What follows belongs to an exercise in optimizing a design on an open flow for small area and a short achievable clock period; a production flow would make more cautious choices.

== indigo ==
==> flow/design.v (excerpt) <==
module FPUFMAPipe(
  input         clock,
                reset,
                io_in_valid,
                io_in_bits_ren3,
                io_in_bits_swap23,
  input  [2:0]  io_in_bits_rm,
  input  [1:0]  io_in_bits_fmaCmd,
  input  [64:0] io_in_bits_in1,
                io_in_bits_in2,
                io_in_bits_in3,
  output        io_out_valid,
  output [64:0] io_out_bits_data,
  output [4:0]  io_out_bits_exc
);
  wire [64:0] a = io_in_bits_in1;
  wire [64:0] b = io_in_bits_swap23 ? 65'h08000000000000000 : io_in_bits_in2;
  wire [64:0] c = (io_in_bits_ren3 | io_in_bits_swap23) ? io_in_bits_in3
                  : {io_in_bits_in1[64] ^ io_in_bits_in2[64], 64'h0};
  wire zA = ~(|a[63:61]);
  wire zB = ~(|b[63:61]);
  wire zC = ~(|c[63:61]);
  wire nanA = (&a[63:62]) & a[61];
  wire nanB = (&b[63:62]) & b[61];
  wire nanC = (&c[63:62]) & c[61];
  wire infA = (&a[63:62]) & ~a[61];
  wire infB = (&b[63:62]) & ~b[61];
  wire infC = (&c[63:62]) & ~c[61];
  wire signProd = a[64] ^ b[64] ^ io_in_bits_fmaCmd[1];
  wire doSub    = signProd ^ c[64] ^ io_in_bits_fmaCmd[0];
  wire [13:0] ex = {2'h0, a[63:52]};
  wire [13:0] ey = {2'h0, b[63:52]};
  wire [13:0] ez = {2'h3, ~c[63:52]};
  wire [13:0] k1 = 14'h3839;
  wire [13:0] s1 = ex ^ ey ^ ez;
  wire [13:0] c1 = {(ex[12:0] & ey[12:0]) | (ex[12:0] & ez[12:0]) | (ey[12:0] & ez[12:0]), 1'b0};
  wire [13:0] s2 = s1 ^ c1 ^ k1;
  wire [13:0] c2 = {(s1[12:0] & c1[12:0]) | (s1[12:0] & k1[12:0]) | (c1[12:0] & k1[12:0]), 1'b0};
  wire [13:0] sNat;
  fma_add #(14, 4) addNat (.a(s2), .b(c2), .cin(1'b0), .s(sNat));
  wire [12:0] k2 = 13'h1803;
  wire [12:0] s3 = ex[12:0] ^ ey[12:0] ^ k2;
  wire [12:0] c3 = {(ex[11:0] & ey[11:0]) | (ex[11:0] & k2[11:0]) | (ey[11:0] & k2[11:0]), 1'b0};
  wire [12:0] sExpProd;
  ...
Size in the first run: ~14000 cells after synthesis, about 750 flip-flops, about 280 I/O pins, roughly 0.11 mm² of cells after synthesis.
clock: 16.0 ns
lec_check: 0
abc_area: 1
cap_margin: 20
core_margin: 2
core_utilization: 38
slew_margin: 20
standard.sh (not shown) runs the stock make flow with config.mk's settings and CLKGATE_MAP_FILE= SYNTH_SCRIPT=/design/flow/synth_recipe.tcl, a recipe that flattens the netlist after the stock synthesis.
==> flow/flow/run.sh <==
#!/bin/bash
# The standard layout (standard synthesis, floorplan, placement, CTS, routing),
# with ORFS's setup repair asked to leave extra setup slack so that it upsizes and
# buffers the slowest paths. The make output goes to flow.log, and ORFS keeps each
# step's full log under orfs/logs/.
set -uo pipefail
bash standard.sh SETUP_SLACK_MARGIN=10.8 finish > flow.log 2>&1
indigo | stages: all done | timing, DRC, antenna: all pass
Input changes introduced in juniper (baseline for comparison: indigo):
--- a/flow/flow/run.sh
+++ b/flow/flow/run.sh
@@ -7 +7 @@
-bash standard.sh SETUP_SLACK_MARGIN=10.8 finish > flow.log 2>&1
+bash standard.sh SETUP_SLACK_MARGIN=10.65 finish > flow.log 2>&1
## What came out
juniper ends up with a global-route usage that is 0.44 points lower than in indigo. Per the comparison of juniper with indigo, synthesis-to-finish area growth fell 3.9 points, clock buffer count went up 3, met2 wirelength from detailed routing -4100 µm, worst setup slack decreased by 0.18 ns relative to the old numbers. Cmp juniper vs indigo: biggest cell delay along the critical path higher in juniper. In the reports for juniper and indigo, the larger routed wire length belongs to indigo. Number of gates resized after CTS: juniper vs indigo down 317. In the flow results for juniper and indigo, the number of buffers and inverters on the critical path is smaller on juniper. Area of all sequential standard cells went down slightly going from indigo to juniper.
Function was not checked in any run of this note: the RTL went through the layout flow alone.

==> separate check: timing with driven ports <==
Ports are ideal in the flow. The routed layouts listed here were re-timed in OpenROAD. Step 1: set_driving_cell puts a clkbuf_16 on clock and a buf_2 on each other input, an assumption about the parent block. Step 2, shift: input delay + t, output delay - t, t = (earliest + latest rising clock arrival at the registers) / 2. This alone moves slack from input paths to output paths. Slacks: no drivers / after step 1 / after step 2; pairs: no drivers / after step 1.
run	t (ns)	setup slack, ns	hold slack, ns	latest minus earliest clock arrival (ns)	slew at the worst register clock pin (ns)
indigo	0.972	10.647 / 10.691 / 9.719	0.326 / 0.326 / 0.326	0.099 / 0.099	0.07 / 0.07
juniper	0.957	10.465 / 10.465 / 9.649	0.321 / 0.321 / 0.321	0.097 / 0.098	0.09 / 0.09
After both steps every run listed still meets setup and hold. For indigo, which loses most, drivers alone change the setup slack by +0.044 ns; drivers and shift together by -0.928 ns.
